What follows belongs to an exercise in optimizing a design on an open flow for small area; a production flow would make more cautious choices.
Function was checked by simulation only, so behaviour that the tests miss may differ from the original.
The clock port is modelled as an ideal driver; clocking choices that lean on that would not hold on a real chip.
Power figures rest on the tool's default switching activity, not on a simulated workload.

==> flow/standard.sh <==
#!/bin/bash
# synth_recipe.tcl (not shown) runs the flow's synth.tcl, then flattens the netlist and writes it again
# the make line also repeats each setting of config.mk as NAME=value (left out here)
make -C /OpenROAD-flow-scripts/flow DESIGN_CONFIG=/design/flow/config.mk WORK_HOME=/design/flow/orfs CLKGATE_MAP_FILE= SYNTH_SCRIPT=/design/flow/synth_recipe.tcl "${@:-finish}"
==> flow/flow/run.sh <==
#!/bin/bash
# The standard ORFS layout (standard.sh), with these changes:
#  - synthesis: flow/synth.tcl, which is synth_recipe.tcl with ABC mapping the combinational
#    logic for area (flow/area.abc) instead of for speed, and with ADDER_MAP_FILE empty, so
#    that adders go to ABC as plain logic instead of to full/half-adder cells; the
#    flip-flops are mapped as in the standard synthesis;
#  - port buffers use the smallest buffer cell (buf_1);
#  - the clock tree is built by flow/myclk.tcl (run as ORFS's PRE_CTS hook): the clock port
#    drives one root buffer that drives a 3x2 grid of leaf clock buffers, each driving the
#    flip-flops of its region; TritonCTS then finds no net left to buffer.
# The make output goes to standard.log; ORFS's per-step logs are under orfs/logs/.
set -euo pipefail
HERE=$(cd "$(dirname "$0")" && pwd)
export MY_ABC_SCRIPT="$HERE/area.abc"
export BUFFER_PORTS_ARGS="-buffer_cell sky130_fd_sc_hd__buf_1"
export PRE_CTS_TCL="$HERE/myclk.tcl"
export CTS_ARGS="-clk_nets clk -dont_use_dummy_load"
export MYCLK_NCOL=3 MYCLK_NROW=2 MYCLK_CELL=sky130_fd_sc_hd__clkbuf_8 MYCLK_ROOT=sky130_fd_sc_hd__clkbuf_4
bash standard.sh SYNTH_SCRIPT="$HERE/synth.tcl" ADDER_MAP_FILE= finish > standard.log 2>&1
==> flow/constraint.sdc <==
create_clock -name core_clock -period 10.0 [get_ports {clk}]
set_input_delay 2.0000 -clock core_clock [delete_from_list [all_inputs] [get_ports {clk}]]
set_output_delay 2.0000 -clock core_clock [all_outputs]
set_load 0.01 [all_outputs]
==> flow/flow/myclk.tcl <==
# Manual clock buffering (run as the PRE_CTS hook): the clock port drives one root buffer,
# which drives NCOL x NROW leaf clock buffers, each driving the flip-flops of one region.
proc envor {name def} { expr {[info exists ::env($name)] ? $::env($name) : $def} }
set ncol [envor MYCLK_NCOL 2]
set nrow [envor MYCLK_NROW 2]
set lcell [envor MYCLK_CELL sky130_fd_sc_hd__clkbuf_16]
set rcell [envor MYCLK_ROOT sky130_fd_sc_hd__clkbuf_4]
set block [ord::get_db_block]
set db [ord::get_db]
set clknet [$block findNet clk]
set sinks {}
foreach it [$clknet getITerms] {
  set loc [[$it getInst] getLocation]
  lappend sinks [list [lindex $loc 0] [lindex $loc 1] $it]
}
set root [odb::dbInst_create $block [$db findMaster $rcell] clkbuf_root]
set rnet [odb::dbNet_create $block clknet_root]
$rnet setSigType CLOCK
[$root findITerm A] connect $clknet
[$root findITerm X] connect $rnet
set sinks [lsort -integer -index 0 $sinks]
set n [llength $sinks]
set percol [expr {int(ceil(double($n) / $ncol))}]
set rx 0; set ry 0; set nl 0
for {set c 0} {$c < $ncol} {incr c} {
  set col [lsort -integer -index 1 [lrange $sinks [expr {$c * $percol}] [expr {($c + 1) * $percol - 1}]]]
  set m [llength $col]
  set perrow [expr {int(ceil(double($m) / $nrow))}]
  for {set r 0} {$r < $nrow} {incr r} {
    set grp [lrange $col [expr {$r * $perrow}] [expr {($r + 1) * $perrow - 1}]]
    if {[llength $grp] == 0} { continue }
    set name "clkbuf_leaf_${c}_${r}"
    set inst [odb::dbInst_create $block [$db findMaster $lcell] $name]
    set net [odb::dbNet_create $block "clknet_leaf_${c}_${r}"]
    $net setSigType CLOCK
    set sx 0; set sy 0
    foreach s $grp {
      set it [lindex $s 2]
      $it disconnect
      $it connect $net
      set sx [expr {$sx + [lindex $s 0]}]; set sy [expr {$sy + [lindex $s 1]}]
    }
    [$inst findITerm A] connect $rnet
    [$inst findITerm X] connect $net
    set cx [expr {$sx / [llength $grp]}]; set cy [expr {$sy / [llength $grp]}]
    $inst setLocation $cx $cy
    $inst setPlacementStatus PLACED
    set rx [expr {$rx + $cx}]; set ry [expr {$ry + $cy}]; incr nl
    puts "clock buffer $name ($lcell) drives [llength $grp] sinks at $cx $cy"
  }
}
$root setLocation [expr {$rx / $nl}] [expr {$ry / $nl}]
$root setPlacementStatus PLACED
==> flow/design.v <==
module uart_top (
    input  wire          clk,
    input  wire          rst,
    input  wire          rx,
    output reg           tx,
    output reg  [ 7:0]   addr_o,
    output reg           wen_o,
    output reg  [ 7:0]   wdata_o,
    output reg           ren_o,
    input  wire [ 7:0]   rdata_i,
    output wire          req_o,
    input  wire          gnt_i
);
    reg [11:0] bcnt;
    reg        ce16;
    wire       bwrap = (bcnt >= 12'd2981);
    always @(posedge clk) begin
        if (rst) begin
            bcnt <= 12'd0;
            ce16 <= 1'b0;
        end else begin
            bcnt <= bcnt + (bwrap ? 12'd1115 : 12'd144);
            ce16 <= bwrap;
        end
    end
    reg [1:0] sync;
    reg [3:0] rcnt;
    reg       rbusy;
    reg [8:0] rsr;
    reg       rnext;
    wire      rlast   = rsr[0];
    wire      ce1_mid = (rcnt == 4'd7) & ce16;
    wire      ce1     = (rcnt == 4'd15) & ce16;
    always @(posedge clk) sync <= {sync[0], rx};
    always @(posedge clk) begin
        if (rst) begin
            rcnt <= 4'd0;
        end else if (ce16) begin
            if (rbusy | ~sync[1]) rcnt <= rcnt + 4'd1;
            else                  rcnt <= 4'd0;
        end
    end
    always @(posedge clk) begin
        if (rst)
            rbusy <= 1'b0;
        else if (ce1_mid)
            rbusy <= ~rbusy | ~rlast;
    end
    always @(posedge clk) begin
        if (ce1_mid) rsr <= rbusy ? {sync[1], rsr[8:1]} : 9'h100;
    end
    always @(posedge clk) begin
        if (rst) rnext <= 1'b0;
        else     rnext <= rbusy & rlast & ce1;
    end
    wire [7:0] rxd = rsr[8:1];
    reg [3:0] ts;
    reg [3:0] tcnt;
    reg [7:0] tbuf;
    reg       next2tx;
    wire      t_idle   = ~ts[3] & ~ts[2] & (ts[1] ^ ts[0]);
    wire      tx_end_p = ~ts[3] & ~ts[2] & ~ts[1] & ts[0];
    wire      tce1     = (tcnt == 4'd15) & ce16;
    wire      t_stop   = (ts == 4'd0);
    wire      t_idle_n = t_idle ? ~next2tx : (t_stop & tce1);
    wire [3:0] ts_n   = rst ? 4'd2 : t_idle ? (next2tx ? 4'd7 : 4'd2) : tce1 ? ts + 4'd1 : ts;
    wire [3:0] tcnt_n = t_idle ? 4'd0 : ce16 ? tcnt + 4'd1 : tcnt;
    always @(posedge clk) begin
        ts   <= ts_n;
        tcnt <= tcnt_n;
    end
    always @(posedge clk) begin
        if (rst)         tx <= 1'b1;
        else if (ts[3])  tx <= tbuf[ts[2:0]];
        else             tx <= ~ts[2];
    end
    localparam [3:0] M_IDLE  = 4'b0000,
                     M_WH1   = 4'b0001,
                     M_DATA  = 4'b0010,
                     M_EOL   = 4'b0011,
                     M_WH2R  = 4'b0100,
                     M_WH2W  = 4'b0101,
                     M_ADDRR = 4'b0110,
                     M_ADDRW = 4'b0111,
                     M_CMD   = 4'b1000,
                     M_ADRHX = 4'b1001,
                     M_ADRLX = 4'b1010,
                     M_LENX  = 4'b1011,
                     M_BDATA = 4'b1100,
                     M_ADRHW = 4'b1101,
                     M_ADRLW = 4'b1110,
                     M_LENW  = 4'b1111;
    localparam [2:0] T_IDLE = 3'd0,
                     T_HI   = 3'd1,
                     T_LO   = 3'd2,
                     T_CR   = 3'd3,
                     T_LF   = 3'd4;
    reg [3:0] m;
    reg [7:0] data_param;
    reg [7:0] addr_param;
    reg [7:0] cnt;
    reg       bin_read_op;
    reg       auto_inc;
    reg       send_stat;
    reg       write_req;
    reg       read_req;
    reg       read_done;
    reg       read_done_s;
    reg [3:0] read_lo;           
    reg [2:0] tsm;
    wire is_crlf  = (rxd == 8'h0d) | (rxd == 8'h0a);
    wire is_white = (rxd == 8'h20) | (rxd == 8'h09);
    wire is_hex   = ((rxd >= 8'h30) & (rxd <= 8'h39)) |
                    ((rxd >= 8'h41) & (rxd <= 8'h46)) |
                    ((rxd >= 8'h61) & (rxd <= 8'h66));
    wire is_r     = (rxd == 8'h72) | (rxd == 8'h52);
    wire is_w     = (rxd == 8'h77) | (rxd == 8'h57);
    wire [3:0] nib = rxd[6] ? rxd[3:0] + 4'd9 : rxd[3:0];
    wire st_idle = (m == M_IDLE);
    wire st_wh1  = (m == M_WH1);
    wire st_data = (m == M_DATA);
    wire st_wh2  = (m[3:1] == 3'b010);
    wire st_addr = (m[3:1] == 3'b011);
    wire st_cmd  = (m == M_CMD);
    wire st_adrl = m[3] & m[1] & ~m[0];
    wire st_len  = m[3] & m[1] & m[0];
    wire st_bd   = (m == M_BDATA);
    wire wpath   = m[3] & m[2];
    wire last    = (cnt == 8'd1);
    wire addr_end = st_addr & rnext & ~is_hex;
    always @(posedge clk) begin
        if (rst) begin
            m <= M_IDLE;
        end else if (rnext) begin
            case (m)
                M_IDLE:
                    if (rxd == 8'h00)  m <= M_CMD;
                    else if (is_r)     m <= M_WH2R;
                    else if (is_w)     m <= M_WH1;
                    else if (is_crlf)  m <= M_IDLE;
                    else               m <= M_EOL;
                M_WH1:
                    if (is_white)      m <= M_WH1;
                    else if (is_hex)   m <= M_DATA;
                    else if (is_crlf)  m <= M_IDLE;
                    else               m <= M_EOL;
                M_DATA:
                    if (is_hex)        m <= M_DATA;
                    else if (is_white) m <= M_WH2W;
                    else if (is_crlf)  m <= M_IDLE;
                    else               m <= M_EOL;
                M_WH2R, M_WH2W:
                    if (is_white)      m <= m;
                    else if (is_hex)   m <= {3'b011, m[0]};
                    else if (is_crlf)  m <= M_IDLE;
                    else               m <= M_EOL;
                M_ADDRR, M_ADDRW:
                    if (is_hex)        m <= m;
                    else if (is_crlf)  m <= M_IDLE;
                    else               m <= M_EOL;
                M_EOL:
                    if (is_crlf)       m <= M_IDLE;
                M_CMD:
                    if (rxd[5:4] == 2'b00)      m <= M_IDLE;
                    else if (rxd[5:4] == 2'b10) m <= M_ADRHW;
                    else                        m <= M_ADRHX;
                M_ADRHX: m <= M_ADRLX;
                M_ADRLX: m <= M_LENX;
                M_LENX:  m <= M_IDLE;
                M_ADRHW: m <= M_ADRLW;
                M_ADRLW: m <= M_LENW;
                M_LENW:  m <= M_BDATA;
                M_BDATA: if (last) m <= M_IDLE;
            endcase
        end
    end
    wire bin_read_op_n = rst ? 1'b0 :
                         (st_cmd & rnext & (rxd[5:4] == 2'b01)) ? 1'b1 :
                         (bin_read_op & tx_end_p & last) ? 1'b0 : bin_read_op;
    always @(posedge clk) bin_read_op <= bin_read_op_n;
    always @(posedge clk) begin
        if (st_cmd & rnext) begin
            send_stat <= rxd[0];
            auto_inc  <= ~rxd[1];
        end
    end
    always @(posedge clk) begin
        if (st_wh1 & rnext & is_hex)
            data_param <= {4'h0, nib};
        else if (st_data & rnext & is_hex)
            data_param <= {data_param[3:0], nib};
    end
    always @(posedge clk) begin
        if (st_wh2 & rnext & is_hex)
            addr_param <= {4'h0, nib};
        else if (st_addr & rnext & is_hex)
            addr_param <= {addr_param[3:0], nib};
        else if (st_adrl & rnext)
            addr_param <= rxd;
    end
    always @(posedge clk) begin
        if (rst)
            cnt <= 8'd0;
        else if (st_len & rnext)
            cnt <= rxd;
        else if ((st_bd & rnext) | (bin_read_op & tx_end_p))
            cnt <= cnt - 8'd1;
    end
    always @(posedge clk) begin
        if (rst) begin
            write_req <= 1'b0;
            wen_o     <= 1'b0;
            wdata_o   <= 8'h00;
        end else if (addr_end & m[0]) begin
            write_req <= 1'b1;
            wdata_o   <= data_param;
        end else if (st_bd & rnext) begin
            write_req <= 1'b1;
            wdata_o   <= rxd;
        end else if (gnt_i & write_req) begin
            wen_o     <= 1'b1;
            write_req <= 1'b0;
        end else begin
            wen_o     <= 1'b0;
        end
    end
    wire rd_next = bin_read_op & tx_end_p & ~last;
    always @(posedge clk) begin
        if (rst) begin
            ren_o    <= 1'b0;
            read_req <= 1'b0;
        end else if ((addr_end & ~m[0]) | (bin_read_op & st_len & rnext) | rd_next) begin
            read_req <= 1'b1;
        end else if (gnt_i & read_req) begin
            ren_o    <= 1'b1;
            read_req <= 1'b0;
        end else begin
            ren_o    <= 1'b0;
        end
    end
    assign req_o = write_req | read_req;
    always @(posedge clk) begin
        if (rst)
            addr_o <= 8'h00;
        else if (addr_end | (st_len & rnext))
            addr_o <= addr_param;
        else if (auto_inc & (rd_next | (wpath & wen_o)))
            addr_o <= addr_o + 8'd1;
    end
    always @(posedge clk) begin
        if (rst) begin
            read_done   <= 1'b0;
            read_done_s <= 1'b0;
        end else begin
            read_done   <= ren_o;
            read_done_s <= read_done;
        end
    end
    always @(posedge clk) begin
        if (read_done) read_lo <= rdata_i[3:0];
    end
    function [7:0] hexchar(input [3:0] n);
        hexchar = (n < 4'd10) ? {4'h3, n} : {4'h3, n} + 8'd7;
    endfunction
    wire stat_send = (send_stat & bin_read_op & tx_end_p & last) |
                     (send_stat & wpath & rnext & last) |
                     (st_cmd & rnext & (rxd[5:4] == 2'b00));
    reg       send;
    reg       send_rd;
    reg [7:0] sdata;
    always @(*) begin
        send    = 1'b0;
        send_rd = 1'b0;
        sdata   = 8'h5a;
        case (tsm)
            T_IDLE:
                if (read_done_s) begin
                    send    = 1'b1;
                    send_rd = 1'b1;
                end else if (stat_send) begin
                    send  = 1'b1;
                    sdata = 8'h5a;
                end
            T_HI: begin
                send  = tx_end_p;
                sdata = hexchar(read_lo);
            end
            T_LO: begin
                send  = tx_end_p;
                sdata = 8'h0d;
            end
            T_CR: begin
                send  = tx_end_p;
                sdata = 8'h0a;
            end
            default: ;
        endcase
    end
    reg [2:0] tsm_n;
    always @(*) begin
        tsm_n = tsm;
        case (tsm)
            T_IDLE: if (read_done_s & ~bin_read_op) tsm_n = T_HI;
            T_HI:   if (tx_end_p) tsm_n = T_LO;
            T_LO:   if (tx_end_p) tsm_n = T_CR;
            T_CR:   if (tx_end_p) tsm_n = T_LF;
            default: if (tx_end_p) tsm_n = T_IDLE;
        endcase
        if (rst) tsm_n = T_IDLE;
    end
    always @(posedge clk) begin
        tsm     <= tsm_n;
        next2tx <= ~rst & send;
    end
    wire      t_idle_1   = (ts_n == 4'd1) | (ts_n == 4'd2);
    wire      tce1_1     = (tcnt_n == 4'd15) & ~rst & bwrap;
    wire      t_idle_n_1 = t_idle_1 ? ~(~rst & send) : ((ts_n == 4'd0) & tce1_1);
    wire      early      = read_done & ~rst & (tsm_n == T_IDLE) & t_idle_n_1;
    always @(posedge clk) begin
        if (early)
            tbuf <= bin_read_op_n ? rdata_i : hexchar(rdata_i[7:4]);
        else if (send & ~send_rd & t_idle_n)
            tbuf <= sdata;
    end
endmodule
==> flow/config.mk <==
export PLATFORM = sky130hd
export DESIGN_NAME = uart_top
export DESIGN_NICKNAME = uart_top
export VERILOG_FILES = /design/flow/design.v
export SDC_FILE = /design/flow/constraint.sdc
export NUM_CORES = 4
export LEC_CHECK = 0
export CAP_MARGIN = 20
export CORE_MARGIN = 2
export CORE_UTILIZATION = 65
export SLEW_MARGIN = 20
==> flow/flow/synth.tcl <==
# The standard synthesis script (synth_recipe.tcl), except that ABC maps the combinational
# logic with flow/area.abc instead of ORFS's speed script. Everything else, the flip-flop
# mapping included, is unchanged, so the registers keep their names and cell types.
proc synth {args} { yosys synth -nofsm -noshare {*}$args }
proc abc {args} {
  set i [lsearch -exact $args -script]
  if {$i >= 0} { set args [lreplace $args [expr {$i + 1}] [expr {$i + 1}] $::env(MY_ABC_SCRIPT)] }
  yosys abc {*}$args
}
source $::env(SCRIPTS_DIR)/synth.tcl
# left out here: clear keep_hierarchy, flatten, clean up, hide names made inside functions, write 1_2_yosys.v
==> flow/flow/area.abc <==
&get -n
&deepsyn -T 60
&dch
&nf -R 1000
&put
topo
==> impl_metrics.ini <==
[detailed_routing]
avgViaCountPerCell = 6.153
drt_iter0_markers = 249
routed_wl_um = 10190
wl_per_cell_um = 15.89
final_antenna_net_count = 0
firstDrtPassIters = 5
route.detailed.drc = 0
route.vias.total = 3944

[synthesis]
synth.area.top_cells = dfxtp_1, edfxtp_1, nor2_1, a21oi_1, nand2_1
synth-xor-area-share_pct = 3.166
synthMuxAreaShare_pct = 0.9577
yosys_warnings = 1
synth_area_sq_um = 4703
avgSynthCellArea_sq_um = 9.369
synth.distinct_cells = 51
synth_top_area_cell = dfxtp_1
netlist.area_leader.share_pct = 32.77
synthCells = 502
yosysSeqAreaShare_pct = 52.57
synth-adder-area-share_pct = 0
synth-compound-area-share_pct = 19.85
ys_async_sr_fraction_pct = 0
ys_ff_latch = 108
yosys.area_share.simple_pct = 21.95
synth_nets = 514
synth_top_family_by_area = simple AND/OR/NAND/NOR gates
ys.flop_type = dfxtp_1
synth-edff-count = 31

[layout]
area_growth_pct = 7.342
layout-drive-gt1-share_pct = 2.030
antenna_cells = 0
multiInputGateArea_sq_um = 2160
mostFrequentLayoutCells = dfxtp_1, nor2_1, nand2_1
final_cells = 641
fin_nets = 556
fill_cells = 575
ff_latch_area_sq_um = 2472
layout_commonest_cell = dfxtp_1

[floorplanning]
start_util_pct = 65.90
die_w_um = 89.07
row_count = 31
dieArea_sq_um = 7933
design.core.area_sq_um = 7137
die_height_um = 89.07
ios = 32

[timing]
finClkSkew_ps = 13.75
setup_viol = 0
fmaxAchievable_ghz = 0.2641
fin_crit_ps = 3786
report.final.slew_viol_count = 0
min_period_over_period_pct = 37.86
final_hold_viol_count = 0
slew-limit-headroom_pct = 41.08
tns_ps = 0
worst_pin_slew_ps = 877.0
rsz0062_at_grt = false

[worst_setup_path]
cp-end-kind = flip-flop
startpoint = rst
crit_path_start_kind = primary input
crit_type = primary input to flip-flop
r2r_start = m[1]$_SDFFE_PP0P_
crit_arrival_ps = 3990
critical_path_required_ps = 10200
crit_path_max_fanout = 41

[grt]
grt.total_usage_pct = 25.49
grt_pass1_wl_um = 16350
grt_pass1_vias = 3505
grt-ovfl-total = 0
antenna_found_initial = 0
grt_max_degree = 42

[place]
dp_hpwl_um = 7297
portBuffers = 31
place_congestion = 0.9107
dp.cells = 634

[power]
p_leak_nw = 1.807
power.total_uw = 655.3
max-vdd-ir-drop_v = 0.0001435
powerDensity_nw_per_um2 = 129.8

[run]
cap_violations = 0

[worst_hold_path]
worst_hold_startpoint = sync[0]$_DFF_P_
min_path_type = flip-flop to flip-flop

[cts]
insertion_delay_ps = 450
cts_hold_buf = 0
cts_setup_buffers = 0
path_clk_slew_ps = 110
cts_resized = 0

[run_status]
status = finished clean
-- flip-flops by register name, summed over array words and instances (netlist names), 2 cells and up --
register	count
tbuf	8
ts	4
data_param	8
sync	2
wdata_o	8
rsr	9
rcnt	4
cnt	8
m	4
bcnt	12
addr_param	8
addr_o	8
read_lo	4
tcnt	4
tsm	3
-- per-stage QoR --
step                      setup WS (ps)  instance area (sq um)  util (%)  hold WS, ps
after floorplan                    6494                   4703         -        309.6
after global placement             5848                   4959     69.48        313.3
after detailed placement           5808                   4959     69.48        318.4
after CTS                          5715                   5049     70.74        318.4
after global routing               5915                   5049     70.74        356.7
final                              6214                   5049     70.74        343.0
-- cell usage after synthesis (2+ instances only) --
| library cell | n |
|---|---|
| nor3_1 | 25 |
| nor4_1 | 5 |
| clkinv_1 | 19 |
| and3_1 | 10 |
| o31ai_1 | 7 |
| nor2_1 | 61 |
| a211o_1 | 2 |
| o21a_1 | 5 |
| nor3b_1 | 4 |
| edfxtp_1 | 31 |
| a32oi_1 | 2 |
| o41ai_1 | 3 |
| nand2_1 | 54 |
| o21ai_0 | 27 |
| dfxtp_1 | 77 |
| xnor2_1 | 11 |
| or3_1 | 2 |
| and2_0 | 11 |
| o21bai_1 | 3 |
| a222oi_1 | 8 |
| nor2b_1 | 7 |
| or2_0 | 3 |
| xor2_1 | 6 |
| nand3b_1 | 3 |
| a22o_1 | 9 |
| a21oi_1 | 41 |
| a21o_1 | 7 |
| a31o_1 | 2 |
| nand2b_1 | 16 |
| o22ai_1 | 4 |
| nand3_1 | 12 |
| a31oi_1 | 5 |
| mux4_2 | 2 |
-- kinds of logic after synthesis --
logic type / after synthesis
flip-flops: 108
buffers and inverters: 19
XOR/XNOR: 17
AO/OA/AOI/OAI: 140
AND/OR/NAND/NOR: 216
multiplexers: 2
-- final cells by class --
type	count	share of cell area, %
Sequential cell	108	48.97
Multi-Input combinational cell	375	42.78
Timing Repair Buffer	33	2.602
Tap cell	99	2.454
Buffer	7	1.784
Inverter	19	1.413
-- critical path: stages --
cell and delay [ps]:
buf_1 70, buf_4 250, nor2_1 380, a41oi_1 230, nor4_1 540, nand2_1 230
o21ai_0 220, nor3_1 80
-- per-layer routing --
layer | track usage, % | vias to the layer above | routed length, um
met5 | 0 | - | 0
met3 | 2.770 | 36 | 633
met1 | 33.61 | 1811 | 4321
met4 | 8.684 | 0 | 393
met2 | 43.96 | 160 | 4837
li1 | - | 1937 | -
-- power by group --
part / switching (mW) / internal, mW
Combinational: 0.0117 / 0.00668
Clock: 0.124 / 0.0587
Sequential: 0.00290 / 0.451
-- worst paths after layout --
kind	endpoint	slack, ps	cells past startpoint
hold reg to reg	sync[1]$_DFF_P_	340	0
setup / recovery	tbuf[6]$_DFFE_PP_	6210	8
hold / removal	sync[1]$_DFF_P_	340	0
setup reg to reg	tbuf[6]$_DFFE_PP_	6470	12

[static timing again, ports no longer ideal]
In the flow no input, the clock included, has a driving cell. The finished layout below was timed again as built, in two steps.
Step 1 (the two cells are an assumption about what drives the block):
set clk [get_ports {clk}]
set_driving_cell -lib_cell sky130_fd_sc_hd__clkbuf_16 $clk
set_driving_cell -lib_cell sky130_fd_sc_hd__buf_2 [delete_from_list [all_inputs] $clk]
Step 2 adds t to the input delays and takes it off the output delays; t is the mean of the earliest and latest rising clock arrival at the registers after step 1. Input paths then give back, and output paths get back, about the clock's delay inside the block.
Slacks: no drivers / after step 1 / after step 2; pairs: no drivers / after step 1.
t, ns: 0.472
setup slack, ns: 6.214 / 6.222 / 5.750
worst setup path after step 2: input to register
slew at the worst register clock pin (ns): 0.11 / 0.11
worst data-port slew with drivers (ns): 0.03
After both steps this run still meets setup and hold. For this run, drivers alone change the setup slack by +0.008 ns; drivers and shift together by -0.464 ns.
